Context: an optimization exercise on an open-source flow, tuned for small area. The choices shown serve that exercise and are no tape-out recipe. Where RTL was checked, it was by simulation tests only, not by an equivalence proof against the original. For run 3, only the layout was checked, not whether the RTL still works. The clock cells of runs 6 and 7 come from the design's own scripts or RTL, not from TritonCTS. The clock input has no modelled driver; a real chip could not lean on it and would need a root buffer or a full tree. Power and IR drop assume default switching activity.

<file path="run.sh">
#!/bin/bash
# synth_recipe.tcl (not shown) runs the flow's synth.tcl, then flattens the netlist and writes it again
# the make line also repeats each setting of config.mk as NAME=value (left out here)
make -C /OpenROAD-flow-scripts/flow DESIGN_CONFIG=/design/flow/config.mk WORK_HOME=/design/flow/orfs CLKGATE_MAP_FILE= SYNTH_SCRIPT=/design/flow/synth_recipe.tcl finish
</file>
<file path="config.mk">
export PLATFORM = sky130hd
export DESIGN_NAME = example
export DESIGN_NICKNAME = example
export VERILOG_FILES = /design/flow/design.v
export SDC_FILE = /design/flow/constraint.sdc
export NUM_CORES = 4
export LEC_CHECK = 0
export CAP_MARGIN = 20
export CORE_MARGIN = 2
export CORE_UTILIZATION = 40
export SLEW_MARGIN = 20
</file>
<file path="constraint.sdc">
create_clock -name core_clock -period 10.0 [get_ports {clk}]
set_input_delay 2.0000 -clock core_clock [delete_from_list [all_inputs] [get_ports {clk}]]
set_output_delay 2.0000 -clock core_clock [all_outputs]
set_load 0.01 [all_outputs]
</file>
<file path="design.v">
module example(input wire clk,output reg a,output tog,input fl,input start,input reset ,input B0,input B9,input B1,input B2,input B3,input B4,input B5,input B6,input B7,input B8,output leda,output ledb,output ledc,output ledd,output lede,output ledf,output ledg);
reg [9:0] number;
reg [7:0] delay1 ;
reg [5:0] tmp_hour, tmp_minute, tmp_second,counter; 
reg [5:0] f_hour, f_minute, f_second; 
reg [5:0] c_hour, c_minute, c_second; 
 reg [3:0] c_hour1,a_hour1; 
 reg [3:0] c_hour0,a_hour0;
 reg [3:0] c_min1,a_min1;
 reg [3:0] c_min0,a_min0;
 reg [3:0] c_sec1,a_sec1;
 reg [3:0] c_sec0,a_sec0;
reg [6:0] seg_data;
assign tog=1'b0;
assign leda=1'b0;
assign ledb=1'b0;
assign ledc=1'b0;
assign ledd=1'b0;
assign lede=1'b0;
assign ledf=1'b0;
assign ledg=1'b0;
reg [3:0] cten,cunit;
reg  [5:0] tempdata;
integer take;
integer set;
integer count;
integer onetime;
integer datataken;
integer index;
integer finished;
always@(posedge clk) begin
if(reset==1)
begin
a=1'b0;
number=10'd0;
delay1=8'd0;
finished=0;
c_second=6'd0;
c_minute=6'd0;
c_hour=6'd0;
cunit=4'd0;
cten=4'd0;
take=0;
count=0;
tempdata=6'd0;
tmp_hour=6'd0;
tmp_minute=6'd0;
tmp_second=6'd0;
f_hour=6'd0;
f_minute=6'd0;
f_second=6'd0;
counter=6'd0;
end
else
begin
if(fl==1 && start==0)
begin
f_hour=5'd0;
 f_minute=5'd0;
  f_second=5'd0;
number[0]=B0;
number[1]=B1;
number[2]=B2;
number[3]=B3;
number[4]=B4;
number[5]=B5;
number[6]=B6;
number[7]=B7;
number[8]=B8;
number[9]=B9;
delay1=delay1+1;
if(delay1==8'd27)
begin
if(number==10'b0000000001)
begin
tempdata=5'd0;
  take=1;
end
if(number==10'b0000000010)
begin
tempdata=6'd1;
  take=1;
end
if(number==10'b0000000100)
begin
tempdata=6'd2;
  take=1;
end
if(number==10'b0000001000)
begin
tempdata=6'd3;
  take=1;
end
if(number==10'b0000010000)
begin
tempdata=6'd4;
  take=1;
end
if(number==10'b0000100000)
begin
tempdata=6'd5;
  take=1;
end
if(number==10'b0001000000)
begin
tempdata=6'd6;
  take=1;
  take=1;
end
if(number==10'b0010000000)
begin
tempdata=6'd7;
  take=1;
end
if(number==10'b0100000000)
begin
tempdata=6'd8;
  take=1;
end
if(number==10'b1000000000)
begin
tempdata=6'd9;
  take=1;
end
if(count==0 && take==1)
begin
a=!a;
  tmp_hour=tempdata;
   take=0;
count=1;
 tempdata=6'd0;
end
if(count==1 && take==1)
begin
a=!a;
  tmp_hour=tmp_hour*6'd10+tempdata;
 take=0;
 count=2;
  tempdata=6'd0;
end
if(count==2 && take==1)
begin
a=!a;
  tmp_minute=tempdata;
   take=0;
count=3;
 tempdata=6'd0;
end
if(count==3 && take==1)
begin
a=!a;
  tmp_minute=tmp_minute*6'd10+tempdata;
 take=0;
 count=4;
  tempdata=6'd0;
end
if(count==4 && take==1)
begin
a=!a;
  tmp_second=tempdata;
   take=0;
count=5;
 tempdata=6'd0;
end
if(count==5 && take==1)
begin
a=!a;
  tmp_second=tmp_second*6'd10+tempdata;
 take=0;
 count=6;
 tempdata=6'd0;
datataken=1;
end  
delay1=0;
end
end
if(start==1 && fl==0)
begin
delay1=delay1+1;
if(delay1==8'd40)
begin
c_second=tmp_second-f_second;
c_minute=tmp_minute-f_minute;
c_hour=tmp_hour-f_hour;
if(c_second==6'd0 && c_minute==6'd0 && c_hour==6'd0)
  begin
  a=!a;
  finished=1;
  end
f_second = f_second + 1;
 if(f_second >=59) begin 
 f_second = 0;
 f_minute=f_minute+1;
  if(f_minute>=59) 
 begin
 f_minute=0;
 f_hour=f_hour+1;
 end
 end
 delay1=0;
end
end
end
end
endmodule
</file>
==> results of run 1 <==
-- worst register-to-register path, delay by kind of cell (launching register included) --
family / cells / cell delay, ns
xor gates and xnor gates: 1 / 0.16
adders and majority gates: 4 / 1.21
buffers and inverters: 1 / 0.22
AOI/OAI and AO/OA: 7 / 1.56
DFF: 1 / 0.31
and+or+nand+nor: 7 / 2.93
-- power by group through the flow --
stage	clock (uW)	combinational, uW	sequential [uW]
detailed placement	0	41.4	472
finish	582	41.5	462
floorplan	0	30.9	471
global placement	0	41.5	472
CTS	598	41.6	462
global route	620	46.7	462
-- sequential cells by signal (all words and copies together) (netlist names), 6 cells and up --
register    count
tmp_minute      6
f_hour          6
tempdata        6
tmp_second      6
f_second        6
count          32
tmp_hour        6
f_minute        6
take           32
delay1          8
-- metrics by stage --
| step | util, % | setup slack [ns] | cells | hold WS (ns) | power, uW |
|---|---|---|---|---|---|
| after floorplan | - | 2.581 | 909 | 0.4205 | 501.5 |
| after global placement | 42.21 | 1.569 | 1114 | 0.4353 | 513.6 |
| after detailed placement | 42.21 | 1.565 | 1114 | 0.4403 | 513.5 |
| after CTS | 45.36 | 1.994 | 1146 | 0.4551 | 1101 |
| after global routing | 45.36 | 1.390 | 1146 | 0.4723 | 1129 |
| final | 45.36 | 1.946 | 1146 | 0.4505 | 1085 |
-- cells in the mapped netlist, drive strengths merged, types with 24 or more instances --
cell type  count  share of area, %
o21ai         43               3.0
ha            44               7.6
clkbuf        32               1.7
nand2         88               4.6
xnor2         32               3.9
inv           28               1.5
nand3         27               1.9
nor2b         51               4.4
nor3          24               1.7
dfxtp        115                32
nor2          77               4.0
and2          40               3.5
a21oi         59               4.1
-- routing by layer --
layer	global-route usage (%)	share of wire (%)	wire length, um
met1	24.91	50	8453
met2	27.88	44	7400
met3	3.637	4.1	687
met4	8.002	2.0	330
met5	0	0	0
-- cell type report --
type                    count  area (sq um)  area share, %
clock buffers              17         425.4          5.257
clock inverters            15         136.4          1.685
inverters                  28         105.1          1.299
multi-input cells         719          4634          57.27
flip-flops and latches    115          2302          28.45
well taps                 229         286.5          3.541
repair buffers             23         202.7          2.505
-- how the worst max path moves through the flow --
stage / startpoint / cells past startpoint / slack, ns / endpoint
finish: B3 / 21 / 1.95 / a$_SDFF_PP0_
global route: B3 / 22 / 1.39 / a$_SDFF_PP0_
CTS: B5 / 24 / 1.99 / a$_SDFF_PP0_
detailed placement: B5 / 24 / 1.57 / a$_SDFF_PP0_
global placement: B3 / 21 / 1.57 / a$_SDFF_PP0_
floorplan: B3 / 24 / 2.58 / a$_SDFF_PP0_
-- logic make-up (layout without fill, tap and decap cells) --
family          count (synthesis)  count (layout)  share of synthesized area, %
xor+xnor                       51              51                         6.182
flops                         115             115                         31.86
simple gates                  406             406                         30.01
mux                            16              16                         2.303
other cells                     1               8                       0.05190
fa+ha+maj                      48              48                         8.589
buf+inv                        75              83                         4.364
compound gates                190             190                         16.64
==> flow_summary.yaml, run 1 <==
status:
  status: "no timing/DRC/antenna violations"
setup_path:
  slowest_delay_ns: 0.66
  crit_arrival_ns: 8.40
  worstPathRequired_ns: 10.35
  cp_max_fo: 11
  worstRegToRegCells: 20
  worstPathCellList: "clkdlybuf4s50_1 -> nor4_2 -> and2_1 -> o21ai_0 -> a41oi_1 -> buf_4 -> nand3b_1 -> o31ai_1 -> ha_1 -> ha_1 -> ha_1 -> xnor2_1 -> o22ai_1 -> a21oi_1 -> ha_1 -> nor2_1 -> a22oi_1 -> or4_1 -> or4_1 -> a2111o_1 -> a21oi_1"
  rr_startpoint: "take[9]$_SDFFE_PP0P_"
  cp-end-kind: "flip-flop"
  crit_type: "input port to flip-flop"
  worstSetupStartpointType: "input port"
  crit_buf_inv: 2
  path_delay_family: "simple AND/OR/NAND/NOR gates"
  cpMostUsedCell: "ha_1"
  slowest_stage: "nor4_2"
  rrSetupSlack_ns: 3.52
  reg2reg_to: "a$_SDFF_PP0_"
pwr:
  p_per_area_nw_per_um2: 134.1
  p_clk_share_pct: 53.6
  p_seq_share_pct: 42.6
  combPwrFrac_pct: 3.8
  p_int_uw: 802.0
  switching_share_pct: 26.10
  vdd_ir_drop_max_uv: 104.0
  power_leakage_uw: 0.003333
  switchingPower_uw: 283.3
floorplanning:
  die_w_um: 138.4
  num_rows: 49
  dieArea_sq_um: 19160
  pin_count: 23
  start_util_pct: 40.50
  die_h_um: 138.4
  core_area_sq_um: 17840
run:
  drv_cap: 0
sta:
  period_share_pct: 80.54
  timing.fmax_mhz: 124.2
  rsz0062_at_grt: "no"
  tns_ns: 0
  hold_viol: 0
  max_slew_margin_pct: 25.32
  fin_skew_ns: 0.01191
  tightest_slew_ns: 1.116
  fin_crit_ns: 8.054
  drv_slew: 0
  finalSetupViolations: 0
synth:
  synth_area_sq_um: 7226
  synth_seq_cells: 115
  synthArstFlopShare_pct: 0
  synth_edf_count: 0
  synth-warning-count: 1
  syn_inst: 902
  yosysUniqueCellTypes: 70
  syn_area_per_cell_sq_um: 8.011
  yosysSeqAreaShare_pct: 31.86
  ys.flop_type: "dfxtp_1"
routing:
  vias: 6220
  vias_per_cell: 5.428
  drc: 0
  wl_mm: 16.87
  antenna_left: 0
  avgRoutedWirePerCell_um: 14.72
  drt_first_pass_iters: 5
  first_iter_violations: 458
final_layout:
  final_layout_size_suffix_gt1_share_pct: 6.979
  nets: 965
  num_antenna_cells: 0
  area_growth_pct: 12.00
  final_cell_mix: "115 x dfxtp_1, 88 x nand2_1, 77 x nor2_1"
  layout_commonest_cell: "dfxtp_1"
  nFillCells: 1743
  design_area_sq_um: 8093
cts:
  post-cts-setup-buffers: 0
  clkTransAtPathRegs_ns: 0.06
  hold_buffers: 0
  cts_inserted_buffers: 17
  tritoncts: "yes"
  cts-root-buf: "clkbuf_16"
  numClockSinks: 115
  cts_resized: 0
  h-tree-depth: 4
  clock_latency_ns: 0.43
  clockBufferDepth: 2
global_route:
  grt_max_degree: 84
  grt_pass1_wl_mm: 28.66
  track_usage_pct: 18.20
  antenna_found_initial: 0
  overflow: 0
  grt_pass1_vias: 5928
placed_design:
  dpl_cell_area_sq_um: 7531
  io_buffer_count: 14
  dp_hpwl_mm: 12.29
  gp_congestion: 0.9094
worst_hold_path:
  min_path_cells: 1
  whs_endpoint: "take[8]$_SDFFE_PP0P_"
  min_path_type: "flip-flop to flip-flop"
  min_from: "take[8]$_SDFFE_PP0P_"
==> run 2, diff against run 1 <==
==> design.v (replaced) <==
module example(input wire clk,output reg a,output tog,input fl,input start,input reset ,input B0,input B9,input B1,input B2,input B3,input B4,input B5,input B6,input B7,input B8,output leda,output ledb,output ledc,output ledd,output lede,output ledf,output ledg);
assign tog=1'b0;
assign leda=1'b0;
assign ledb=1'b0;
assign ledc=1'b0;
assign ledd=1'b0;
assign lede=1'b0;
assign ledf=1'b0;
assign ledg=1'b0;
reg [7:0] delay1;           
reg [2:0] count;            
reg [5:0] tmp_hour, tmp_minute, tmp_second;    
reg [5:0] f_hour, f_minute, f_second;          
wire entry = fl & ~start;
wire cnt   = start & ~fl;
wire run   = fl ^ start;
wire tick_e = entry & (delay1 == 8'd26);
wire tick_c = cnt   & (delay1 == 8'd39);
wire [9:0] B = {B9,B8,B7,B6,B5,B4,B3,B2,B1,B0};
reg        one;
reg  [3:0] d;
integer i;
always @* begin
  one = 1'b0; d = 4'd0;
  case (B)
    10'b0000000001: begin one = 1'b1; d = 4'd0; end
    10'b0000000010: begin one = 1'b1; d = 4'd1; end
    10'b0000000100: begin one = 1'b1; d = 4'd2; end
    10'b0000001000: begin one = 1'b1; d = 4'd3; end
    10'b0000010000: begin one = 1'b1; d = 4'd4; end
    10'b0000100000: begin one = 1'b1; d = 4'd5; end
    10'b0001000000: begin one = 1'b1; d = 4'd6; end
    10'b0010000000: begin one = 1'b1; d = 4'd7; end
    10'b0100000000: begin one = 1'b1; d = 4'd8; end
    10'b1000000000: begin one = 1'b1; d = 4'd9; end
    default: ;
  endcase
end
wire accept = tick_e & one & ~(count[2] & count[1]);
wire [3:0] cur = count[2] ? tmp_second[3:0] : count[1] ? tmp_minute[3:0] : tmp_hour[3:0];
wire [5:0] newval = count[0] ? ({cur,3'b000} + {1'b0,cur,1'b0} + {2'b00,d}) : {2'b00,d};
wire match = (f_second == tmp_second) & (f_minute == tmp_minute) & (f_hour == tmp_hour);
wire s_wrap = (f_second == 6'd58);
wire m_wrap = (f_minute == 6'd58);
always @(posedge clk) begin
  if (reset) begin
    a <= 1'b0;
    delay1 <= 8'd0;
    count <= 3'd0;
    tmp_hour <= 6'd0; tmp_minute <= 6'd0; tmp_second <= 6'd0;
    f_hour <= 6'd0; f_minute <= 6'd0; f_second <= 6'd0;
  end else begin
    if (run) delay1 <= (tick_e | tick_c) ? 8'd0 : delay1 + 8'd1;
    if (accept) begin
      count <= count + 3'd1;
      case (count[2:1])
        2'd0: tmp_hour <= newval;
        2'd1: tmp_minute <= newval;
        default: tmp_second <= newval;
      endcase
    end
    if (accept | (tick_c & match)) a <= ~a;
    if (entry) begin
      f_hour <= 6'd0; f_minute <= 6'd0; f_second <= 6'd0;
    end else if (tick_c) begin
      if (s_wrap) begin
        f_second <= 6'd0;
        if (m_wrap) begin
          f_minute <= 6'd0;
          f_hour <= f_hour + 6'd1;
        end else
          f_minute <= f_minute + 6'd1;
      end else
        f_second <= f_second + 6'd1;
    end
  end
end
endmodule
==> run 2 against run 1 <==
  * Synthesized cell count fell by 62%
  * Fmax rose by 64%
  * Sequential power fell by 58%
  * Critical path depth fell by 9
  * Utilization fell by 0.88 points
  * Worst hold slack improved by 0.070 ns
  * Largest cell class unchanged
  * Highest routed layer unchanged
==> flow_summary.yaml, run 2 <==
status:
  status: "no timing/DRC/antenna violations"
setup_path:
  cp_max_fo: 7
  cp_num_cells: 12
  crit_path_start: "B9"
  rr_startpoint: "count[1]$_SDFFE_PP0P_"
  rrSetupSlack_ns: 7.06
  slowest_stage: "or4_2"
  worstPathRequired_ns: 10.22
  worstRegToRegCells: 10
  slowest_delay_ns: 0.59
  cpMostUsedCell: "ha_1"
  worstPathCellList: "clkdlybuf4s50_1 -> or3_1 -> or4_2 -> nor2_1 -> ha_1 -> ha_1 -> a21o_1 -> a21oi_1 -> xor2_1 -> xnor2_1 -> nand3b_1 -> o21ai_0"
  worstSetupStartpointType: "input port"
  path_delay_family: "simple AND/OR/NAND/NOR gates"
  crit_arrival_ns: 5.14
  cp-end-kind: "flip-flop"
  crit_type: "input port to flip-flop"
  crit_buf_inv: 1
synth:
  synth_seq_cells: 48
  synth_most_common_cell: "dfxtp_1"
  synthArstFlopShare_pct: 0
  synthTopCellsByArea: "dfxtp_1 32%, xnor2_1 8.0%, xor2_1 6.8%, ha_1 6.7%, nor2_1 5.7%"
  yosysSeqAreaShare_pct: 32.38
  synth.largest_area_cell: "dfxtp_1"
  syn_area_per_cell_sq_um: 8.729
  synth_top_area_share_pct: 32.38
  yosysUniqueCellTypes: 46
  synth-warning-count: 1
  ys.flop_type: "dfxtp_1"
  synth_edf_count: 0
  synth_area_sq_um: 2968
  syn_inst: 340
  synth_commonest_cells: "48 x dfxtp_1, 45 x nor2_1, 27 x xnor2_1"
cts:
  h-tree-depth: 2
  cts-root-buf: "clkbuf_8"
  clkTransAtPathRegs_ns: 0.09
  clock_latency_ns: 0.30
  cts_resized: 0
  clockBufferDepth: 2
  tritoncts: "yes"
  hold_buffers: 0
  post-cts-setup-buffers: 0
  cts_inserted_buffers: 5
  numClockSinks: 48
final_layout:
  num_antenna_cells: 0
  layout_commonest_cell: "dfxtp_1"
  nets: 374
  largest_register_ffs: 8
  final_layout_size_suffix_gt1_share_pct: 5.831
  regMostFlops: "delay1"
  final_cell_mix: "48 x dfxtp_1, 45 x nor2_1, 27 x xnor2_1"
  layout.cells.non_filler: 442
  ff_latch_area_sq_um: 960.9
  nFillCells: 760
  multi_input_area_sq_um: 1853
  fin_util_pct: 44.48
  area_growth_pct: 8.137
sta:
  tns_ns: 0
  finalSetupViolations: 0
  fin_crit_ns: 4.921
  setup_ws_ns: 5.079
  rsz0062_at_grt: "no"
  hold_viol: 0
  fin_skew_ns: 0.009903
  drv_slew: 0
  timing.fmax_mhz: 203.2
  max_slew_margin_pct: 37.54
  hold_ws_ns: 0.5209
  period_share_pct: 49.21
  tightest_slew_ns: 0.9340
pwr:
  power_leakage_uw: 0.001183
  vdd_ir_drop_max_uv: 83.35
  p_per_area_nw_per_um2: 105.5
floorplanning:
  die_h_um: 90.14
  pin_count: 23
  core_area_sq_um: 7214
  num_rows: 31
  dieArea_sq_um: 8124
  die_w_um: 90.14
  start_util_pct: 41.14
run:
  drv_cap: 0
global_route:
  grt_pass1_vias: 2132
  overflow: 0
  grt_pass1_wl_mm: 10.06
  grt_max_degree: 29
  antenna_found_initial: 0
  track_usage_pct: 15.19
routing:
  vias: 2216
  antenna_left: 0
  first_iter_violations: 81
  drc: 0
  drt_first_pass_iters: 5
  avgRoutedWirePerCell_um: 13.09
  vias_per_cell: 5.014
  wl_mm: 5.785
placed_design:
  dp_hpwl_mm: 4.491
  post-place-ws_ns: 4.775
  gp_congestion: 0.7948
  io_buffer_count: 14
  placed_cells: 434
worst_hold_path:
  min_from: "tmp_hour[5]$_SDFFE_PP0P_"
  min_path_cells: 2
  min_path_type: "flip-flop to flip-flop"
[run 2: worst paths after layout]
path	end
hold / removal	tmp_hour[5]$_SDFFE_PP0P_
setup / recovery	tmp_second[5]$_SDFFE_PP0P_
hold reg to reg	tmp_hour[5]$_SDFFE_PP0P_
setup reg to reg	tmp_second[5]$_SDFFE_PP0P_
[run 2: metal layers]
metal,GRT usage [%],vias up,part of all wire [%]
li1,-,1147,-
met1,20.48,1032,51
met2,24.75,31,45
met3,3.856,6,2.4
met4,2.949,0,0.86
met5,0,-,0
[run 2: cell families after synthesis]
| kind of cell | count (synthesis) | share of synthesized area (%) |
|---|---|---|
| mux | 15 | 5.059 |
| other cells | 1 | 0.1264 |
| fa+ha+maj | 18 | 8.094 |
| compound gates | 45 | 10.79 |
| flops | 48 | 32.38 |
| xor+xnor | 50 | 14.76 |
| simple gates | 126 | 22.72 |
| buf+inv | 37 | 6.071 |
[run 2: worst min-delay path, cell delays in order (launching register included)]
cell	delay [ns]
dfxtp_1	0.34
nand3b_1	0.08
o21ai_1	0.06
[run 2: through the flow]
step / power, uW / area (sq um)
after global routing: 354.0 / 3209
final: 338.5 / 3209
after detailed placement: 225.2 / 3119
after floorplan: 218.6 / 2994
after global placement: 224.9 / 3119
after CTS: 343.5 / 3209
[run 2: where the power goes]
group          leakage, uW  internal (uW)  switching [uW]
Sequential        0.000387            192            1.39
Clock            0.0000455           56.5            61.5
Combinational     0.000751           11.6            15.3
Total              0.00118            260            78.2
[run 2: area by class of cell]
class | count | area share [%]
clock buffers | 8 | 2.807
inverters | 11 | 1.287
multi-input cells | 262 | 57.74
flip-flops and latches | 48 | 29.94
well taps | 99 | 3.860
repair buffers | 14 | 4.366
==> run 3, diff against run 2 <==
==> design.v (replaced) <==
module example(input wire clk,output reg a,output tog,input fl,input start,input reset ,input B0,input B9,input B1,input B2,input B3,input B4,input B5,input B6,input B7,input B8,output leda,output ledb,output ledc,output ledd,output lede,output ledf,output ledg);
assign tog=1'b0;
assign leda=1'b0;
assign ledb=1'b0;
assign ledc=1'b0;
assign ledd=1'b0;
assign lede=1'b0;
assign ledf=1'b0;
assign ledg=1'b0;
reg [7:0] delay1;                              
reg [2:0] count;                               
reg [5:0] tmp_hour, tmp_minute, tmp_second;    
reg [5:0] f_hour, f_minute, f_second;          
wire entry = fl & ~start;
wire cnt   = start & ~fl;
wire run   = fl ^ start;
wire hi0    = ~(delay1[7] | delay1[6]);
wire tick_e = entry & hi0 & (delay1[5:0] == 6'd26);
wire tick_c = cnt   & hi0 & (delay1[5:0] == 6'd39);
wire       clr_d = reset | tick_e | tick_c;
wire [7:0] d_inc = delay1 + {7'd0, run};
always @(posedge clk) delay1 <= clr_d ? 8'd0 : d_inc;
wire p01 = B0 | B1, p23 = B2 | B3, p45 = B4 | B5, p67 = B6 | B7, p89 = B8 | B9;
wire x01 = B0 ^ B1, x23 = B2 ^ B3, x45 = B4 ^ B5, x67 = B6 ^ B7, x89 = B8 ^ B9;
wire m01 = B0 & B1, m23 = B2 & B3, m45 = B4 & B5, m67 = B6 & B7, m89 = B8 & B9;
wire dbl = m01 | m23 | m45 | m67 | m89;
wire lo_any = p01 | p23, lo_two = p01 & p23;
wire mid_any = p45 | p67, mid_two = p45 & p67;
wire cnt4_any = lo_any | mid_any, cnt4_two = lo_two | mid_two | (lo_any & mid_any);
wire one = ~dbl & ~cnt4_two & (cnt4_any ^ p89);
wire [3:0] d;
assign d[0] = B1 | B3 | B5 | B7 | B9;
assign d[1] = p23 | p67;
assign d[2] = p45 | p67;
assign d[3] = p89;
wire accept = tick_e & one & ~(count[2] & count[1]);
always @(posedge clk)
  if (reset) count <= 3'd0;
  else if (accept) count <= count + 3'd1;
wire [3:0] cur = count[2] ? tmp_second[3:0] : count[1] ? tmp_minute[3:0] : tmp_hour[3:0];
wire [5:0] nv  = count[0] ? ({cur[2:0],3'b000} + {1'b0,cur,1'b0} + {2'b00,d}) : {2'b00,d};
wire [5:0] nvz = nv & {6{~reset}};
wire ld_h = reset | (accept & ~count[2] & ~count[1]);
wire ld_m = reset | (accept & count[1]);
wire ld_s = reset | (accept & count[2]);
always @(posedge clk) begin
  if (ld_h) tmp_hour   <= nvz;
  if (ld_m) tmp_minute <= nvz;
  if (ld_s) tmp_second <= nvz;
end
wire match  = (f_second == tmp_second) & (f_minute == tmp_minute) & (f_hour == tmp_hour);
wire s_wrap = (f_second == 6'd58);
wire m_wrap = (f_minute == 6'd58);
always @(posedge clk)
  a <= ~reset & (a ^ (accept | (tick_c & match)));
wire clr_f = reset | entry;
wire [5:0] s_inc = f_second + {5'd0, tick_c};
wire       cs    = tick_c & s_wrap;
wire [5:0] m_inc = f_minute + {5'd0, cs};
wire       cm    = cs & m_wrap;
wire [5:0] h_inc = f_hour + {5'd0, cm};
always @(posedge clk) begin
  f_second <= (clr_f | cs) ? 6'd0 : s_inc;
  f_minute <= (clr_f | cm) ? 6'd0 : m_inc;
  f_hour   <= clr_f ? 6'd0 : h_inc;
end
endmodule
==> run 3 against run 2 <==
  * Still clean
  * Count of clock-buffer cells in the layout is 1 lower
  * Fmax is 15% higher
  * Synthesized cell count is 21% lower
  * Die area is 9.8% lower
  * Total power up 17%
  * Cell count decreased by 19%
  * Largest cell class unchanged
==> flow_summary.yaml, run 3 <==
status:
  status: "no timing/DRC/antenna violations"
placed_design:
  dp_hpwl_mm: 3.734
  gp_congestion: 0.7645
  io_buffer_count: 14
  dpl_cell_area_sq_um: 2831
final_layout:
  largest_register_ffs: 8
  layout_commonest_cell: "nor2_1"
  num_antenna_cells: 0
  nets: 314
  design_area_sq_um: 2948
  regMostFlops: "delay1"
  final_layout_size_suffix_gt1_share_pct: 5.674
  final_cell_mix: "40 x nor2_1, 30 x dfxtp_1, 28 x xnor2_1"
  nFillCells: 620
  area_growth_pct: 10.66
synth:
  synth_most_common_cell: "nor2_1"
  synth_area_sq_um: 2664
  yosysUniqueCellTypes: 47
  synth-warning-count: 1
  synthTopCellsByArea: "dfxtp_1 23%, edfxtp_1 20%, xnor2_1 9.2%, ha_1 8.0%, nor2_1 5.6%"
  ys.flop_type: "dfxtp_1"
  syn_area_per_cell_sq_um: 9.903
  yosysSeqAreaShare_pct: 42.84
  synth_edf_count: 18
  synth_top_area_share_pct: 22.55
  synth.largest_area_cell: "dfxtp_1"
  synth_seq_cells: 48
  syn_inst: 269
  synthArstFlopShare_pct: 0
  synth_commonest_cells: "40 x nor2_1, 30 x dfxtp_1, 28 x xnor2_1"
cts:
  h-tree-depth: 2
  clkTransAtPathRegs_ns: 0.09
  numClockSinks: 48
  clockBufferDepth: 2
  hold_buffers: 0
  post-cts-setup-buffers: 0
  tritoncts: "yes"
  cts_inserted_buffers: 5
  clock_latency_ns: 0.30
  cts-root-buf: "clkbuf_8"
  cts_resized: 0
floorplanning:
  die_h_um: 85.61
  num_rows: 29
  pin_count: 23
  dieArea_sq_um: 7328
  die_w_um: 85.61
  start_util_pct: 41.71
  core_area_sq_um: 6386
worst_hold_path:
  min_path_cells: 2
  min_from: "a$_DFF_P_"
  min_path_type: "flip-flop to flip-flop"
setup_path:
  crit_path_start: "B9"
  crit_buf_inv: 1
  worstSetupStartpointType: "input port"
  slowest_stage: "fa_1"
  worstPathRequired_ns: 10.06
  worstPathCellList: "clkdlybuf4s50_1 -> or2_1 -> fa_1 -> ha_1 -> a21o_1 -> a21oi_1 -> xnor2_1 -> xnor2_1 -> nor2_1"
  path_delay_family: "adder cells"
  rr_startpoint: "count[1]$_SDFFE_PP0P_"
  slowest_delay_ns: 0.55
  worstRegToRegCells: 9
  crit_type: "input port to flip-flop"
  crit_arrival_ns: 4.34
  cp-end-kind: "flip-flop"
  cpMostUsedCell: "xnor2_1"
  cp_num_cells: 9
  cp_max_fo: 4
sta:
  fin_skew_ns: 0.01021
  period_share_pct: 42.88
  tightest_slew_ns: 0.7598
  max_slew_margin_pct: 49.19
  finalSetupViolations: 0
  fin_crit_ns: 4.288
  timing.fmax_mhz: 233.2
  tns_ns: 0
  drv_slew: 0
  hold_viol: 0
  rsz0062_at_grt: "no"
routing:
  wl_mm: 4.899
  drt_first_pass_iters: 5
  first_iter_violations: 73
  antenna_left: 0
  vias: 1803
  vias_per_cell: 5.022
  avgRoutedWirePerCell_um: 13.65
  drc: 0
run:
  drv_cap: 0
global_route:
  grt_max_degree: 23
  track_usage_pct: 14.28
  grt_pass1_vias: 1679
  overflow: 0
  antenna_found_initial: 0
  grt_pass1_wl_mm: 8.211
pwr:
  vdd_ir_drop_max_uv: 74.43
  p_per_area_nw_per_um2: 134.9
  power_leakage_uw: 0.001106
run 3: layout make-up:
cell class	count	area [sq um]	share of cell area, %
repair buffers	14	140.1	4.754
multi-input cells	200	1409	47.79
clock buffers	7	107.6	3.650
inverters	12	45.04	1.528
flip-flops and latches	48	1141	38.71
well taps	77	96.34	3.268
clock inverters	1	8.758	0.2971
run 3: path summary, 6_finish.rpt:
path	endpoint	slack, ns
setup / recovery	tmp_minute[5]$_DFFE_PP_	5.71
hold / removal	a$_DFF_P_	0.55
setup reg to reg	tmp_minute[5]$_DFFE_PP_	7.02
hold reg to reg	a$_DFF_P_	0.55
run 3: kinds of logic (layout without fill, tap and decap cells):
logic type	count (synthesis)	in the layout	synth area share, %
AO/OA/AOI/OAI	31	31	7.844
XOR/XNOR	39	39	12.82
adder cells (fa/ha/maj)	19	19	9.488
buffers and inverters	28	34	5.260
flip-flops	48	48	42.84
multiplexers	6	6	2.302
other	1	8	0.1408
AND/OR/NAND/NOR	97	97	19.30
run 3: per-layer routing:
metal,up-vias,part of all wire [%],routed length [um],track usage (%)
met3,5,2.0,99,3.176
met1,846,50,2447,19.59
met4,0,0.82,40,4.329
met2,15,47,2312,22.59
li1,937,-,-,-
met5,-,0,0,0
run 3: where the power goes:
group | internal, uW | leakage, uW | switching (uW) | total [uW]
clock network | 71.8 | 0.0000596 | 65.4 | 137
registers | 209 | 0.000421 | 4.73 | 214
logic | 22.3 | 0.000625 | 23.9 | 46.3
run 3: stage by stage:
stage | util (%) | worst slack, ns | hold slack, ns | cells | total power [uW]
floorplan | - | 5.995 | 0.5123 | 276 | 252.4
global placement | 44.34 | 5.447 | 0.5122 | 351 | 264.4
detailed placement | 44.34 | 5.409 | 0.5247 | 351 | 264.5
CTS | 46.16 | 5.723 | 0.5514 | 359 | 403.3
global route | 46.16 | 5.633 | 0.5982 | 359 | 418.5
finish | 46.16 | 5.712 | 0.5486 | 359 | 397.5
run 3: worst reg2reg max path: stages, from the launching register on:
cell     delay (ns)
dfxtp_1        0.58
mux2i_1        0.13
o21ai_0        0.45
fa_1           0.56
ha_1           0.32
a21o_1         0.16
a21oi_1        0.17
xnor2_1        0.16
xnor2_1        0.14
nor2_1         0.09
==> run 4, diff against run 3 <==
--- a/design.v
+++ b/design.v
@@ -39,4 +39,4 @@
   else if (accept) count <= count + 3'd1;
-wire [3:0] cur = count[2] ? tmp_second[3:0] : count[1] ? tmp_minute[3:0] : tmp_hour[3:0];
-wire [5:0] nv  = count[0] ? ({cur[2:0],3'b000} + {1'b0,cur,1'b0} + {2'b00,d}) : {2'b00,d};
+wire [3:0] cur = ({4{~count[2] & ~count[1]}} & tmp_hour[3:0]) | ({4{~count[2]}} & tmp_minute[3:0]) | tmp_second[3:0];
+wire [5:0] nv  = {cur[2:0],3'b000} + {1'b0,cur,1'b0} + {2'b00,d};
 wire [5:0] nvz = nv & {6{~reset}};
==> run 4 against run 3 <==
  * Sequential power is 5% higher
  * Fmax shrank 6.7%
  * First-iteration DRC count decreased by 18%
  * Total power grew 12%
  * Register-to-register slack gained 0.18 ns
  * Die area shrank 4.0%
  * Clock power is 21% higher
  * Non-clock buffer count unchanged
  * Sequential cell count unchanged
  * Cell count decreased by 5.0%
  * Largest power group unchanged
  * Highest routed layer unchanged
==> flow_summary.yaml, run 4 <==
synth:
  synth_edf_count: 18
  syn_inst: 247
  synth_most_common_cell: "nor2_1"
  synth-warning-count: 1
  synth_area_sq_um: 2552
  syn_area_per_cell_sq_um: 10.33
  synth.largest_area_cell: "dfxtp_1"
  synth_top_area_share_pct: 23.53
  yosysUniqueCellTypes: 39
  synthArstFlopShare_pct: 0
  ys.flop_type: "dfxtp_1"
  yosysSeqAreaShare_pct: 44.71
  synthTopCellsByArea: "dfxtp_1 24%, edfxtp_1 21%, ha_1 8.3%, xor2_1 8.2%, xnor2_1 5.8%"
  synth_commonest_cells: "32 x nor2_1, 30 x dfxtp_1, 24 x xor2_1"
  synth_seq_cells: 48
routing:
  avgRoutedWirePerCell_um: 13.21
  vias: 1680
  first_iter_violations: 60
  antenna_left: 0
  vias_per_cell: 4.927
  drc: 0
  wl_mm: 4.503
  drt_first_pass_iters: 4
setup_path:
  worstSetupStartpointType: "input port"
  cp_max_fo: 6
  crit_type: "input port to flip-flop"
  worstPathCellList: "clkdlybuf4s50_1 -> or4_4 -> a2111oi_4 -> nor3_1 -> nor3_2 -> nand2_1 -> o21bai_1"
  crit_end: "tmp_hour[5]$_DFFE_PP_"
  rrSetupSlack_ns: 7.20
  reg2reg_to: "tmp_hour[5]$_DFFE_PP_"
  rr_startpoint: "count[1]$_SDFFE_PP0P_"
  cp-end-kind: "flip-flop"
  slowest_delay_ns: 0.60
  worstPathRequired_ns: 9.95
  crit_path_start: "B3"
  crit_arrival_ns: 4.54
  slowest_stage: "or4_4"
  worstRegToRegCells: 10
global_route:
  grt_pass1_vias: 1666
  grt_pass1_wl_mm: 7.983
  antenna_found_initial: 0
  overflow: 0
  track_usage_pct: 14.22
  grt_max_degree: 20
sta:
  fin_crit_ns: 4.596
  finalSetupViolations: 0
  hold_ws_ns: 0.5453
  fin_skew_ns: 0.01228
  rsz0062_at_grt: "no"
  max_slew_margin_pct: 53.48
  tns_ns: 0
  hold_viol: 0
  timing.fmax_mhz: 217.6
  period_share_pct: 45.96
  drv_slew: 0
  tightest_slew_ns: 0.6956
final_layout:
  final_cell_mix: "32 x nor2_1, 30 x dfxtp_1, 24 x xor2_1"
  nets: 296
  area_growth_pct: 12.75
  regMostFlops: "delay1"
  largest_register_ffs: 8
  layout_commonest_cell: "nor2_1"
  final_layout_size_suffix_gt1_share_pct: 5.682
  num_antenna_cells: 0
  fin_util_pct: 45.84
cts:
  post-cts-setup-buffers: 0
  cts-root-buf: "clkbuf_8"
  cts_resized: 0
  clockBufferDepth: 2
  clock_latency_ns: 0.30
  clkTransAtPathRegs_ns: 0.09
  tritoncts: "yes"
  hold_buffers: 0
  numClockSinks: 48
  cts_inserted_buffers: 5
  h-tree-depth: 2
run:
  drv_cap: 0
pwr:
  power_leakage_uw: 0.001106
  p_per_area_nw_per_um2: 154.6
  vdd_ir_drop_max_uv: 70.89
placed_design:
  io_buffer_count: 14
  dp_hpwl_mm: 3.646
  gp_congestion: 0.7621
floorplanning:
  dieArea_sq_um: 7036
  start_util_pct: 40.66
  num_rows: 29
  core_area_sq_um: 6277
  pin_count: 23
  die_h_um: 83.88
  die_w_um: 83.88
status:
  status: "no timing/DRC/antenna violations"
worst_hold_path:
  min_path_type: "flip-flop to flip-flop"
## run 4: logic make-up (layout without fill, tap and decap cells)
family / Yosys count / after routing / share of synthesized area (%)
and+or+nand+nor: 90 / 90 / 18.28
DFF: 48 / 48 / 44.71
xor gates and xnor gates: 41 / 41 / 14.07
AOI/OAI and AO/OA: 26 / 26 / 8.480
buffers and inverters: 22 / 32 / 4.412
adders and majority gates: 19 / 19 / 9.902
other: 1 / 8 / 0.1469
## run 4: critical path: cells and delay by family
family	cells	cell delay [ns]
AND/OR/NAND/NOR	4	1.24
AO/OA/AOI/OAI	2	0.84
buffers and inverters	1	0.46
## run 4: worst min-delay path by stage
stage / start / end / slack (ns) / cells past startpoint
after floorplan: delay1[7]$_SDFF_PP0_ / delay1[7]$_SDFF_PP0_ / 0.49 / 2
after global placement: delay1[7]$_SDFF_PP0_ / delay1[7]$_SDFF_PP0_ / 0.51 / 2
after detailed placement: delay1[7]$_SDFF_PP0_ / delay1[7]$_SDFF_PP0_ / 0.52 / 2
after CTS: delay1[7]$_SDFF_PP0_ / delay1[7]$_SDFF_PP0_ / 0.54 / 2
after global routing: delay1[7]$_SDFF_PP0_ / delay1[7]$_SDFF_PP0_ / 0.55 / 2
final: delay1[7]$_SDFF_PP0_ / delay1[7]$_SDFF_PP0_ / 0.55 / 2
## run 4: cell type report
class,count,area [sq um]
Sequential cell,48,1141
Tap cell,77,96.34
Timing Repair Buffer,14,140.1
Inverter,10,37.54
Clock buffer,5,68.82
Fill cell,594,3400
Multi-Input combinational cell,184,1325
Clock inverter,3,68.82
## run 4: power breakdown
group          total, uW  internal [uW]  switching [uW]
sequential           224            217            6.55
combinational       54.7           25.6            29.1
clock                166            101            65.6
## run 4: per-layer routing
metal	track usage [%]	vias to the layer above	part of all wire [%]
met3	3.066	6	2.7
li1	-	873	-
met1	17.78	777	45
met5	0	-	0
met4	4.839	0	1.5
met2	24.29	24	51
## run 4: per-stage QoR
step	setup slack (ns)	cell area, sq um	std cells	power [uW]
after global placement	5.072	2740	333	283.6
after CTS	5.369	2878	341	450.8
final	5.404	2878	341	444.9
after floorplan	5.835	2579	254	268.4
after global routing	5.194	2878	341	465.9
after detailed placement	5.038	2740	333	284.2
==> run 5, diff against run 4 <==
==> flow/run.sh (new file) <==
#!/bin/bash
# Own layout flow: the standard synthesis, then an area-oriented ABC remap of the
# combinational logic only (flip-flops keep their cells and names), then the
# standard ORFS layout with small port buffers and a small clock tree.
set -euo pipefail
here=$(pwd)
R=$here/orfs/results/$FLOW_PLATFORM/example/base

bash standard.sh synth > "$here/log_synth.txt" 2>&1

cp "$R/1_2_yosys.v" "$here/std_netlist.v"
LIB=$FLOW_HOME/platforms/$FLOW_PLATFORM/lib/sky130_fd_sc_hd__tt_025C_1v80.lib \
IN="$here/std_netlist.v" OUT="$here/remap_netlist.v" ABCSCRIPT="$here/flow/remap.abc" \
  yosys -c "$here/flow/remap.tcl" > "$here/log_remap.txt" 2>&1
cp "$here/remap_netlist.v" "$R/1_2_yosys.v"
rm -f "$R/1_synth.odb" "$R/1_synth.sdc"

bash standard.sh \
  "BUFFER_PORTS_ARGS=-buffer_cell sky130_fd_sc_hd__buf_1" \
  "CTS_ARGS=$(cat "$here/flow/cts_args.txt")" \
  finish > "$here/log_layout.txt" 2>&1
==> flow/cts_args.txt (new file) <==
-sink_clustering_enable -repair_clock_nets -buf_list sky130_fd_sc_hd__clkbuf_8 -root_buf sky130_fd_sc_hd__clkbuf_8 -dont_use_dummy_load
==> flow/remap.abc (new file) <==
strash
&get -n
&deepsyn -T 30
&put
dch -f
amap
topo
==> flow/remap.tcl (new file) <==
# Remap the combinational cells of the standard synthesis netlist for area.
yosys read_liberty -ignore_miss_func $::env(LIB)
yosys read_verilog $::env(IN)
yosys hierarchy -top example
# keep the flip-flops as they are (cell and instance name)
yosys setattr -mod -set keep_hierarchy 1 sky130_fd_sc_hd__*df*
yosys flatten
yosys opt_clean
yosys stat
set dont {}
foreach c {probe_p_8 probec_p_8 lpflow_*} { lappend dont -dont_use sky130_fd_sc_hd__$c }
yosys abc -liberty $::env(LIB) {*}$dont -script $::env(ABCSCRIPT)
yosys opt_clean -purge
# one tie cell per constant output, as the standard flow ends up with
yosys hilomap -hicell sky130_fd_sc_hd__conb_1 HI -locell sky130_fd_sc_hd__conb_1 LO
yosys opt_clean -purge
yosys blackbox =sky130_fd_sc_hd__*
yosys stat -liberty $::env(LIB)
yosys write_verilog -noattr -nohex -nodec $::env(OUT)
==> standard.sh (new file) <==
#!/bin/bash
# synth_recipe.tcl (not shown) runs the flow's synth.tcl, then flattens the netlist and writes it again
# the make line also repeats each setting of config.mk as NAME=value (left out here)
make -C /OpenROAD-flow-scripts/flow DESIGN_CONFIG=/design/flow/config.mk WORK_HOME=/design/flow/orfs CLKGATE_MAP_FILE= SYNTH_SCRIPT=/design/flow/synth_recipe.tcl "${@:-finish}"
removed: run.sh
==> run 5 against run 4 <==
  * Worst setup slack worse by 0.23 ns
  * Cell area down 15%
  * Sequential share of layout area increased by 7.0 points
  * Synthesized cell count up 6.9%
  * Utilization down 0.89 points
  * Area after synthesis down 13%
  * Count of clock-buffer cells in the layout stayed put
  * Sequential cell count is the same
  * Total power decreased by 21%
  * Highest routed layer unchanged
==> flow_summary.yaml, run 5 <==
setup_path:
  path_delay_family: "compound AO/OA/AOI/OAI gates"
  cp-end-kind: "flip-flop"
  crit_buf_inv: 1
  crit_arrival_ns: 4.73
  cp_num_cells: 9
  slowest_delay_ns: 0.85
  worstRegToRegCells: 14
  slowest_stage: "o21ai_0"
  worstPathRequired_ns: 9.91
  crit_type: "input port to flip-flop"
  worstPathCellList: "buf_1 -> or2_0 -> nor3_1 -> a21oi_1 -> a2111oi_0 -> a21oi_1 -> a311o_1 -> or2_0 -> o21ai_0"
  worstSetupStartpointType: "input port"
  cp_max_fo: 7
final_layout:
  final_cell_mix: "48 x nor2_1, 36 x clkinv_1, 30 x dfxtp_1"
  area_growth_pct: 9.468
  layout_commonest_cell: "nor2_1"
  multi_input_area_sq_um: 957.2
  fin_util_pct: 44.95
  nFillCells: 536
  ff_latch_area_sq_um: 1141
  nets: 299
  num_antenna_cells: 0
  largest_register_ffs: 8
  regMostFlops: "delay1"
  final_layout_size_suffix_gt1_share_pct: 1.767
routing:
  antenna_left: 0
  vias: 1800
  drt_first_pass_iters: 4
  wl_mm: 4.663
  first_iter_violations: 117
  vias_per_cell: 5.070
  drc: 0
  avgRoutedWirePerCell_um: 13.14
global_route:
  grt_pass1_vias: 1792
  grt_max_degree: 15
  grt_pass1_wl_mm: 8.245
  overflow: 0
  antenna_found_initial: 0
  track_usage_pct: 16.95
sta:
  timing.fmax_mhz: 207.2
  hold_viol: 0
  setup_ws_ns: 5.173
  drv_slew: 0
  finalSetupViolations: 0
  max_slew_margin_pct: 26.59
  period_share_pct: 48.27
  hold_ws_ns: 0.4618
  fin_crit_ns: 4.827
  tightest_slew_ns: 1.090
  rsz0062_at_grt: "no"
  fin_skew_ns: 0.01866
  tns_ns: 0
cts:
  clkTransAtPathRegs_ns: 0.07
  tritoncts: "yes"
  clockBufferDepth: 2
  post-cts-setup-buffers: 0
  cts_resized: 0
  cts-root-buf: "clkbuf_8"
  clock_latency_ns: 0.30
  hold_buffers: 0
  h-tree-depth: 2
  numClockSinks: 48
  cts_inserted_buffers: 5
synth:
  syn_area_per_cell_sq_um: 8.460
  syn_inst: 264
  synth-warning-count: 1
  synth_area_sq_um: 2233
pwr:
  vdd_ir_drop_max_uv: 51.14
  p_per_area_nw_per_um2: 144.4
  power_leakage_uw: 0.0007442
floorplanning:
  num_rows: 27
  die_h_um: 78.72
  pin_count: 23
  core_area_sq_um: 5439
  die_w_um: 78.72
  start_util_pct: 41.06
  dieArea_sq_um: 6197
worst_hold_path:
  min_path_type: "flip-flop to flip-flop"
  min_path_cells: 1
placed_design:
  post-place-ws_ns: 4.898
  gp_congestion: 0.8904
  io_buffer_count: 14
  dp_hpwl_mm: 3.742
run:
  drv_cap: 0
status:
  status: "no timing/DRC/antenna violations"
-- run 5: where the power goes --
group | total, uW | leakage [uW] | internal [uW] | switching, uW
combinational | 34.0 | 0.000283 | 10.8 | 23.2
sequential | 217 | 0.000425 | 212 | 4.56
clock | 102 | 0.0000359 | 45.1 | 57.2
total | 353 | 0.000744 | 268 | 85.0
-- run 5: final timing paths --
check	slack [ns]	from	to
setup / recovery	5.17	B7	tmp_minute[4]$_DFFE_PP_
hold / removal	0.46	delay1[7]$_SDFF_PP0_	delay1[7]$_SDFF_PP0_
setup reg to reg	6.85	count[1]$_SDFFE_PP0P_	tmp_minute[5]$_DFFE_PP_
hold reg to reg	0.46	delay1[7]$_SDFF_PP0_	delay1[7]$_SDFF_PP0_
-- run 5: stage by stage --
stage               area (sq um)  instances  total power [uW]
floorplan                   2233        264             243.4
global placement            2376        350             254.2
detailed placement          2376        350             254.8
CTS                         2445        355             355.1
global route                2445        355             369.6
finish                      2445        355             353.0
-- run 5: area by class of cell --
type	count	area share [%]
tap	72	3.685
inverter	36	5.527
sequential	48	46.67
clock buffer	5	2.815
timing repair buffer	14	2.149
multi-input combinational	180	39.15
-- run 5: worst reg2reg max path, delay by kind of cell, from the launching register on --
family	cells	cell delay [ns]
AND/OR/NAND/NOR	5	0.97
buffers and inverters	2	0.27
flip-flops	1	0.35
AO/OA/AOI/OAI	7	1.27
-- run 5: metal layers --
metal  track usage [%]  up-vias  wire length, um
li1                  -      984                -
met1             21.00      780             2202
met2             29.06       28             2263
met3             3.864        8              123
met4             5.789        0               74
met5                 0        -                0
==> run 6, diff against run 5 <==
--- a/flow/run.sh
+++ b/flow/run.sh
@@ -3,3 +3,3 @@
 # combinational logic only (flip-flops keep their cells and names), then the
-# standard ORFS layout with small port buffers and a small clock tree.
+# standard ORFS layout with small port buffers and a flat clock tree (post_cts.tcl).
 set -euo pipefail
@@ -20,2 +20,3 @@
   "CTS_ARGS=$(cat "$here/flow/cts_args.txt")" \
+  "POST_CTS_TCL=$here/flow/post_cts.tcl" \
   finish > "$here/log_layout.txt" 2>&1
==> flow/post_cts.tcl (new file) <==
# Replace the clock tree that CTS built with a flat one: the clock port drives NB
# clock buffers, each driving one group of flip-flops close to it (k-means on the
# flip-flop positions). Every flip-flop then sees the same single buffer stage.
set NB 3
set BUFCELL sky130_fd_sc_hd__clkbuf_8
set block [ord::get_db_block]
set db [ord::get_db]
set clknet [[$block findBTerm clk] getNet]

# flip-flop clock pins
set sinks {}
foreach inst [$block getInsts] {
  if {[[$inst getMaster] isSequential]} {
    set it [$inst findITerm CLK]
    lassign [$inst getLocation] x y
    lappend sinks [list $it $x $y]
  }
}
# the tree CTS built: every buffer reached from the clock port through clock nets
set front [list $clknet]
set old_insts {}
set old_nets {}
while {[llength $front]} {
  set net [lindex $front 0]
  set front [lrange $front 1 end]
  foreach it [$net getITerms] {
    set inst [$it getInst]
    if {[[$inst getMaster] isSequential]} { continue }
    if {[$it isOutputSignal]} { continue }
    lappend old_insts $inst
    foreach o [$inst getITerms] {
      if {[$o isOutputSignal] && [$o getNet] ne "NULL"} {
        lappend old_nets [$o getNet]
        lappend front [$o getNet]
      }
    }
  }
}
foreach s $sinks { [lindex $s 0] disconnect }
foreach inst $old_insts { odb::dbInst_destroy $inst }
foreach net [lsort -unique $old_nets] { odb::dbNet_destroy $net }

# k-means on the flip-flop positions
set n [llength $sinks]
set sorted [lsort -integer -index 1 $sinks]
set cents {}
for {set g 0} {$g < $NB} {incr g} {
  set s [lindex $sorted [expr {int(($g + 0.5) * $n / $NB)}]]
  lappend cents [list [lindex $s 1] [lindex $s 2]]
}
for {set iter 0} {$iter < 20} {incr iter} {
  set groups {}
  for {set g 0} {$g < $NB} {incr g} { lappend groups {} }
  foreach s $sinks {
    set best 0; set bd 1e30
    for {set g 0} {$g < $NB} {incr g} {
      lassign [lindex $cents $g] cx cy
      set d [expr {abs([lindex $s 1] - $cx) + abs([lindex $s 2] - $cy)}]
      if {$d < $bd} { set bd $d; set best $g }
    }
    lset groups $best [concat [lindex $groups $best] [list $s]]
  }
  set cents {}
  foreach grp $groups {
    set sx 0; set sy 0
    foreach s $grp { set sx [expr {$sx + [lindex $s 1]}]; set sy [expr {$sy + [lindex $s 2]}] }
    set k [expr {max(1, [llength $grp])}]
    lappend cents [list [expr {int($sx / $k)}] [expr {int($sy / $k)}]]
  }
}
set master [$db findMaster $BUFCELL]
set g 0
foreach grp $groups cent $cents {
  if {![llength $grp]} { continue }
  set buf [odb::dbInst_create $block $master "clkbuf_flat_$g"]
  $buf setLocation {*}$cent
  $buf setPlacementStatus PLACED
  set net [odb::dbNet_create $block "clknet_flat_$g"]
  $net setSigType CLOCK
  [$buf findITerm A] connect $clknet
  [$buf findITerm X] connect $net
  foreach s $grp { [lindex $s 0] connect $net }
  puts "flat clock tree: buffer $g drives [llength $grp] flip-flops"
  incr g
}
detailed_placement
check_placement -verbose
estimate_parasitics -placement
==> run 6 against run 5 <==
  * Still clean on timing, DRC and antenna
  * Die area stayed put
  * Clock skew is 0.0067 ns higher
  * Sequential cell count stayed put
  * Global-route usage is 0.11 points higher
  * Utilization is 0.51 points lower
  * Register-to-register slack better by 0.03 ns
  * Critical path depth stayed put
  * Critical path type unchanged
  * Largest cell class unchanged
  * Largest power group unchanged
==> flow_summary.yaml, run 6 <==
status:
  status: "no timing/DRC/antenna violations"
final_layout:
  final_cell_mix: "48 x nor2_1, 36 x clkinv_1, 30 x dfxtp_1"
  nFillCells: 537
  layout_commonest_cell: "nor2_1"
  final_layout_size_suffix_gt1_share_pct: 1.068
  regMostFlops: "delay1"
  nets: 297
  fin_util_pct: 44.44
  num_antenna_cells: 0
  largest_register_ffs: 8
  area_growth_pct: 8.235
sta:
  tns_ns: 0
  setup_ws_ns: 5.059
  rsz0062_at_grt: "no"
  timing.fmax_mhz: 202.4
  fin_crit_ns: 4.941
  hold_viol: 0
  fin_skew_ns: 0.02539
  max_slew_margin_pct: 27.13
  tightest_slew_ns: 1.082
  period_share_pct: 49.41
  finalSetupViolations: 0
  drv_slew: 0
setup_path:
  slowest_delay_ns: 0.85
  cp-end-kind: "flip-flop"
  path_delay_family: "compound AO/OA/AOI/OAI gates"
  crit_type: "input port to flip-flop"
  worstSetupStartpointType: "input port"
  crit_arrival_ns: 4.73
  rrSetupSlack_ns: 6.88
  worstPathRequired_ns: 9.79
  slowest_stage: "o21ai_0"
  crit_buf_inv: 1
  cp_max_fo: 7
  worstPathCellList: "buf_1 -> or2_0 -> nor3_1 -> a21oi_1 -> a2111oi_0 -> a21oi_1 -> a311o_1 -> or2_0 -> o21ai_0"
global_route:
  grt_max_degree: 19
  grt_pass1_wl_mm: 8.266
  overflow: 0
  antenna_found_initial: 0
  grt_pass1_vias: 1773
  track_usage_pct: 17.06
floorplanning:
  core_area_sq_um: 5439
  start_util_pct: 41.06
  pin_count: 23
  dieArea_sq_um: 6197
  die_h_um: 78.72
  num_rows: 27
  die_w_um: 78.72
pwr:
  p_per_area_nw_per_um2: 134.7
  p_int_uw: 250.6
  switchingPower_uw: 75.02
  combPwrFrac_pct: 10.5
  power_leakage_uw: 0.0007298
  p_clk_share_pct: 23.0
  p_seq_share_pct: 66.5
  switching_share_pct: 23.04
  vdd_ir_drop_max_uv: 63.47
placed_design:
  io_buffer_count: 14
  post-place-ws_ns: 4.898
  dp_hpwl_mm: 3.742
  gp_congestion: 0.8904
synth:
  synth-warning-count: 1
  syn_area_per_cell_sq_um: 8.460
  synth_area_sq_um: 2233
  syn_inst: 264
cts:
  clock_latency_ns: 0.16
  numClockSinks: 48
  clkTransAtPathRegs_ns: 0.10
routing:
  vias_per_cell: 5.133
  avgRoutedWirePerCell_um: 13.27
  drt_first_pass_iters: 4
  vias: 1812
  antenna_left: 0
  drc: 0
  first_iter_violations: 142
  wl_mm: 4.683
worst_hold_path:
  min_path_type: "flip-flop to flip-flop"
run:
  drv_cap: 0
-- run 6: stage by stage --
stage | cells | cell area [sq um] | hold WS [ns] | total power [uW]
2_1_floorplan | 264 | 2233 | 0.4293 | 243.4
3_3_place_gp | 350 | 2376 | 0.4471 | 254.2
3_5_place_dp | 350 | 2376 | 0.4537 | 254.8
5_1_grt | 353 | 2417 | 0.4995 | 340.6
6_report | 353 | 2417 | 0.4631 | 325.6
-- run 6: final timing paths --
check | start | to | depth (start not counted)
worst max-delay path | B7 | tmp_minute[2]$_DFFE_PP_ | 9
worst min-delay path | delay1[7]$_SDFF_PP0_ | delay1[7]$_SDFF_PP0_ | 1
worst max register to register | count[1]$_SDFFE_PP0P_ | tmp_hour[5]$_DFFE_PP_ | 14
worst min register to register | delay1[7]$_SDFF_PP0_ | delay1[7]$_SDFF_PP0_ | 1
-- run 6: area by class of cell --
cell class              instances  area [sq um]  share of cell area [%]
flip-flops and latches         48          1141                   47.20
multi-input cells             180         957.2                   39.60
inverters                      36         135.1                   5.590
well taps                      72         90.09                   3.727
repair buffers                 14         52.55                   2.174
plain buffers                   3         41.29                   1.708
-- run 6: power groups by stage --
stage / logic, uW / clock network [uW] / registers [uW]
after floorplan: 24.1 / 0 / 219
after global placement: 33.3 / 0 / 221
after detailed placement: 33.8 / 0 / 221
after global routing: 39.1 / 84.0 / 218
final: 34.1 / 74.9 / 217
-- run 6: metal layers --
layer	share of wire, %	wire [um]	vias up	GRT usage, %
li1	-	-	981	-
met1	46	2146	788	21.40
met2	49	2308	37	29.49
met3	3.5	164	6	3.864
met4	1.3	63	0	4.737
met5	0	0	-	0
-- run 6: worst reg2reg max path: stages, from the launching register on --
cell and delay (ns):
dfxtp_1 0.35, clkinv_1 0.10, a21oi_1 0.07, o21ai_0 0.40, clkinv_1 0.17, nor2_1 0.17
a21oi_1 0.09, a22oi_1 0.32, o21ai_0 0.18, nor2_1 0.15, nor2_1 0.08, nor2_1 0.13
a21oi_1 0.07, o21a_1 0.14, nor3_1 0.43
==> run 7, diff against run 6 <==
--- a/flow/run.sh
+++ b/flow/run.sh
@@ -11,5 +11,16 @@
 cp "$R/1_2_yosys.v" "$here/std_netlist.v"
-LIB=$FLOW_HOME/platforms/$FLOW_PLATFORM/lib/sky130_fd_sc_hd__tt_025C_1v80.lib \
-IN="$here/std_netlist.v" OUT="$here/remap_netlist.v" ABCSCRIPT="$here/flow/remap.abc" \
-  yosys -c "$here/flow/remap.tcl" > "$here/log_remap.txt" 2>&1
+# four remaps with different ABC seeds in parallel; keep the smallest
+for seed in 1 2 3 4; do
+  sed "s/@SEED@/$seed/" "$here/flow/remap.abc.in" > "$here/remap_$seed.abc"
+  LIB=$FLOW_HOME/platforms/$FLOW_PLATFORM/lib/sky130_fd_sc_hd__tt_025C_1v80.lib \
+  IN="$here/std_netlist.v" OUT="$here/remap_$seed.v" ABCSCRIPT="$here/remap_$seed.abc" \
+    yosys -c "$here/flow/remap.tcl" > "$here/log_remap_$seed.txt" 2>&1 &
+done
+wait
+best=$(for seed in 1 2 3 4; do
+  printf '%s %s\n' "$(grep -o "Chip area for module '.example': [0-9.]*" "$here/remap_$seed.v.stat" | awk '{print $NF}')" $seed
+done | sort -n | head -1 | awk '{print $2}')
+echo "remap: seed $best chosen" > "$here/log_remap_choice.txt"
+cat "$here"/remap_*.v.stat | grep "Chip area" >> "$here/log_remap_choice.txt"
+cp "$here/remap_$best.v" "$here/remap_netlist.v"
 cp "$here/remap_netlist.v" "$R/1_2_yosys.v"
@@ -21,2 +32,3 @@
   "POST_CTS_TCL=$here/flow/post_cts.tcl" \
+  "SKIP_REPAIR_TIE_FANOUT=1" \
   finish > "$here/log_layout.txt" 2>&1
--- a/flow/post_cts.tcl
+++ b/flow/post_cts.tcl
@@ -3,4 +3,4 @@
 # flip-flop positions). Every flip-flop then sees the same single buffer stage.
-set NB 3
-set BUFCELL sky130_fd_sc_hd__clkbuf_8
+set NB 4
+set BUFCELL sky130_fd_sc_hd__buf_4
 set block [ord::get_db_block]
==> flow/remap.abc.in (new file) <==
strash
&get -n
&deepsyn -T 30 -S @SEED@
&put
dch -f
amap
topo
--- a/flow/remap.tcl
+++ b/flow/remap.tcl
@@ -13,7 +13,7 @@
 yosys opt_clean -purge
-# one tie cell per constant output, as the standard flow ends up with
-yosys hilomap -hicell sky130_fd_sc_hd__conb_1 HI -locell sky130_fd_sc_hd__conb_1 LO
+# one tie cell drives all the constant outputs
+yosys hilomap -singleton -hicell sky130_fd_sc_hd__conb_1 HI -locell sky130_fd_sc_hd__conb_1 LO
 yosys opt_clean -purge
 yosys blackbox =sky130_fd_sc_hd__*
-yosys stat -liberty $::env(LIB)
+yosys tee -o $::env(OUT).stat stat -liberty $::env(LIB)
 yosys write_verilog -noattr -nohex -nodec $::env(OUT)
removed: flow/remap.abc
==> run 7 against run 6 <==
  * Sequential cell count is the same
  * Utilization grew 1.0 points
  * Via count shrank 3.1%
  * First-iteration DRC count shrank 49%
  * Cell count shrank 3.1%
  * Sequential power is essentially flat
  * Routed wire length shrank 8.7%
  * Critical endpoint is now tmp_minute[5]$_DFFE_PP_
  * Highest routed layer unchanged
==> flow_summary.yaml, run 7 <==
global_route:
  grt_pass1_vias: 1576
  antenna_found_initial: 0
  overflow: 0
  track_usage_pct: 15.36
  grt_max_degree: 16
  grt_pass1_wl_mm: 7.327
placed_design:
  dp_hpwl_mm: 3.429
  gp_congestion: 0.8278
  post-place-ws_ns: 4.983
  io_buffer_count: 14
pwr:
  p_seq_share_pct: 68.8
  p_int_uw: 244.8
  power_leakage_uw: 0.0007287
  p_total_uw: 314.6
  p_clk_share_pct: 20.6
  switching_share_pct: 22.20
  switchingPower_uw: 69.85
  combPwrFrac_pct: 10.6
  vdd_ir_drop_max_uv: 69.49
  p_per_area_nw_per_um2: 133.7
synth:
  syn_area_per_cell_sq_um: 8.591
  synth_area_sq_um: 2182
  syn_inst: 254
  synth-warning-count: 1
final_layout:
  area_growth_pct: 7.798
  largest_register_ffs: 8
  final_cell_mix: "47 x nor2_1, 30 x dfxtp_1, 29 x clkinv_1, 29 x nand2_1, 22 x a211oi_1"
  regMostFlops: "delay1"
  final_layout_size_suffix_gt1_share_pct: 1.471
  layout_commonest_cell: "nor2_1"
  nets: 288
  num_antenna_cells: 0
  fin_util_pct: 45.48
sta:
  max_slew_margin_pct: 33.06
  rsz0062_at_grt: "no"
  finalSetupViolations: 0
  setup_ws_ns: 5.048
  drv_slew: 0
  fin_crit_ns: 4.952
  tightest_slew_ns: 0.9936
  hold_viol: 0
  fin_skew_ns: 0.03008
  hold_ws_ns: 0.4595
  period_share_pct: 49.52
  timing.fmax_mhz: 201.9
  tns_ns: 0
setup_path:
  slowest_delay_ns: 0.88
  crit_arrival_ns: 4.73
  slowest_stage: "o21ai_0"
  cp-end-kind: "flip-flop"
  path_delay_family: "compound AO/OA/AOI/OAI gates"
  worstSetupStartpointType: "input port"
  crit_buf_inv: 2
  worstPathRequired_ns: 9.77
  crit_type: "input port to flip-flop"
  cp_max_fo: 7
  worstPathCellList: "buf_1 -> clkinv_1 -> nand2_1 -> o21ai_0 -> nand2_1 -> nor2_1 -> nor2_1 -> nand2_1 -> a2111oi_0 -> o21ai_0 -> o21ai_0"
routing:
  first_iter_violations: 72
  drc: 0
  vias_per_cell: 5.132
  met3WireLength_um: 208
  avgRoutedWirePerCell_um: 12.50
  wl_mm: 4.276
  topRoutingLayerUsed: "met4"
  drt_first_pass_iters: 5
  vias: 1755
  antenna_left: 0
  wl_met1_mm: 2.173
  wl_met2_mm: 1.826
status:
  status: "no timing/DRC/antenna violations"
cts:
  clkTransAtPathRegs_ns: 0.10
  numClockSinks: 48
  clock_latency_ns: 0.15
floorplanning:
  dieArea_sq_um: 6062
  die_h_um: 77.86
  die_w_um: 77.86
  start_util_pct: 42.19
  pin_count: 23
  num_rows: 26
  core_area_sq_um: 5172
run:
  drv_cap: 0
worst_hold_path:
  min_path_type: "flip-flop to flip-flop"
==> run 7: final timing paths <==
path         cells past startpoint                  start                      end  slack [ns]
min reg2reg                      2  count[0]$_SDFFE_PP0P_    count[0]$_SDFFE_PP0P_        0.46
max reg2reg                      6   delay1[7]$_SDFF_PP0_  tmp_minute[5]$_DFFE_PP_        6.85
max                             11                  start  tmp_minute[5]$_DFFE_PP_        5.05
min                              2  count[0]$_SDFFE_PP0P_    count[0]$_SDFFE_PP0P_        0.46
==> run 7: power groups by stage <==
stage / clock network (uW) / registers [uW] / logic (uW)
after floorplan: 0 / 219 / 24.7
after global placement: 0 / 221 / 33.2
after detailed placement: 0 / 221 / 33.5
after global routing: 75.3 / 218 / 39.1
final: 64.7 / 217 / 33.3
==> run 7: area by class of cell <==
class	instances	area (sq um)
fill	486	2820
sequential	48	1141
multi-input combinational	177	932.1
inverter	29	108.9
tap	70	87.58
timing repair buffer	14	52.55
buffer	4	30.03
==> run 7: per-layer routing <==
layer	global-route usage (%)	up-vias
met5	0	-
met4	4.821	0
met3	3.953	6
met2	23.28	41
met1	21.43	747
li1	-	961
==> run 7: worst register-to-register path, stage by stage, from the launching register on <==
cell	delay [ns]
dfxtp_1	0.33
or2_0	0.25
nor3_1	0.19
nand2_1	0.15
a2111oi_0	0.61
o21ai_0	0.40
o21ai_0	0.88
==> run 7: metrics by stage <==
stage	std cells	area (sq um)
detailed placement	338	2322
finish	342	2352
global placement	338	2322
global route	342	2352
floorplan	254	2182

-- what the ideal ports hide --
How much do the figures lean on ideal ports? The routed layouts below were timed once more, with nothing changed but the port constraints. Step 1 sets driving cells, clkbuf_16 on the clock port and buf_2 on the other inputs (assumed; they add their load-dependent delay and slew). Step 2 also shifts input and output timing later by t, the mid clock arrival at the registers, as if the neighbouring blocks saw the same clock. Slacks: ideal ports / drivers / drivers and shift; pairs: ideal ports / drivers.
run | shift t [ns] | setup slack, ns | worst register clock-pin slew, ns
run 1 | 0.467 | 1.946 / 1.968 / 1.501 | 0.07 / 0.07
run 2 | 0.319 | 5.079 / 5.085 / 4.766 | 0.09 / 0.09
run 3 | 0.325 | 5.712 / 5.716 / 5.391 | 0.09 / 0.09
run 4 | 0.326 | 5.404 / 5.412 / 5.086 | 0.09 / 0.09
run 5 | 0.323 | 5.173 / 5.181 / 4.858 | 0.09 / 0.09
run 6 | 0.201 | 5.059 / 5.086 / 4.885 | 0.11 / 0.11
run 7 | 0.185 | 5.048 / 5.073 / 4.888 | 0.12 / 0.12
After both steps every run listed still meets setup and hold. The setup slack of run 1, which loses most, moves by +0.022 ns with the drivers and by -0.445 ns with both steps.
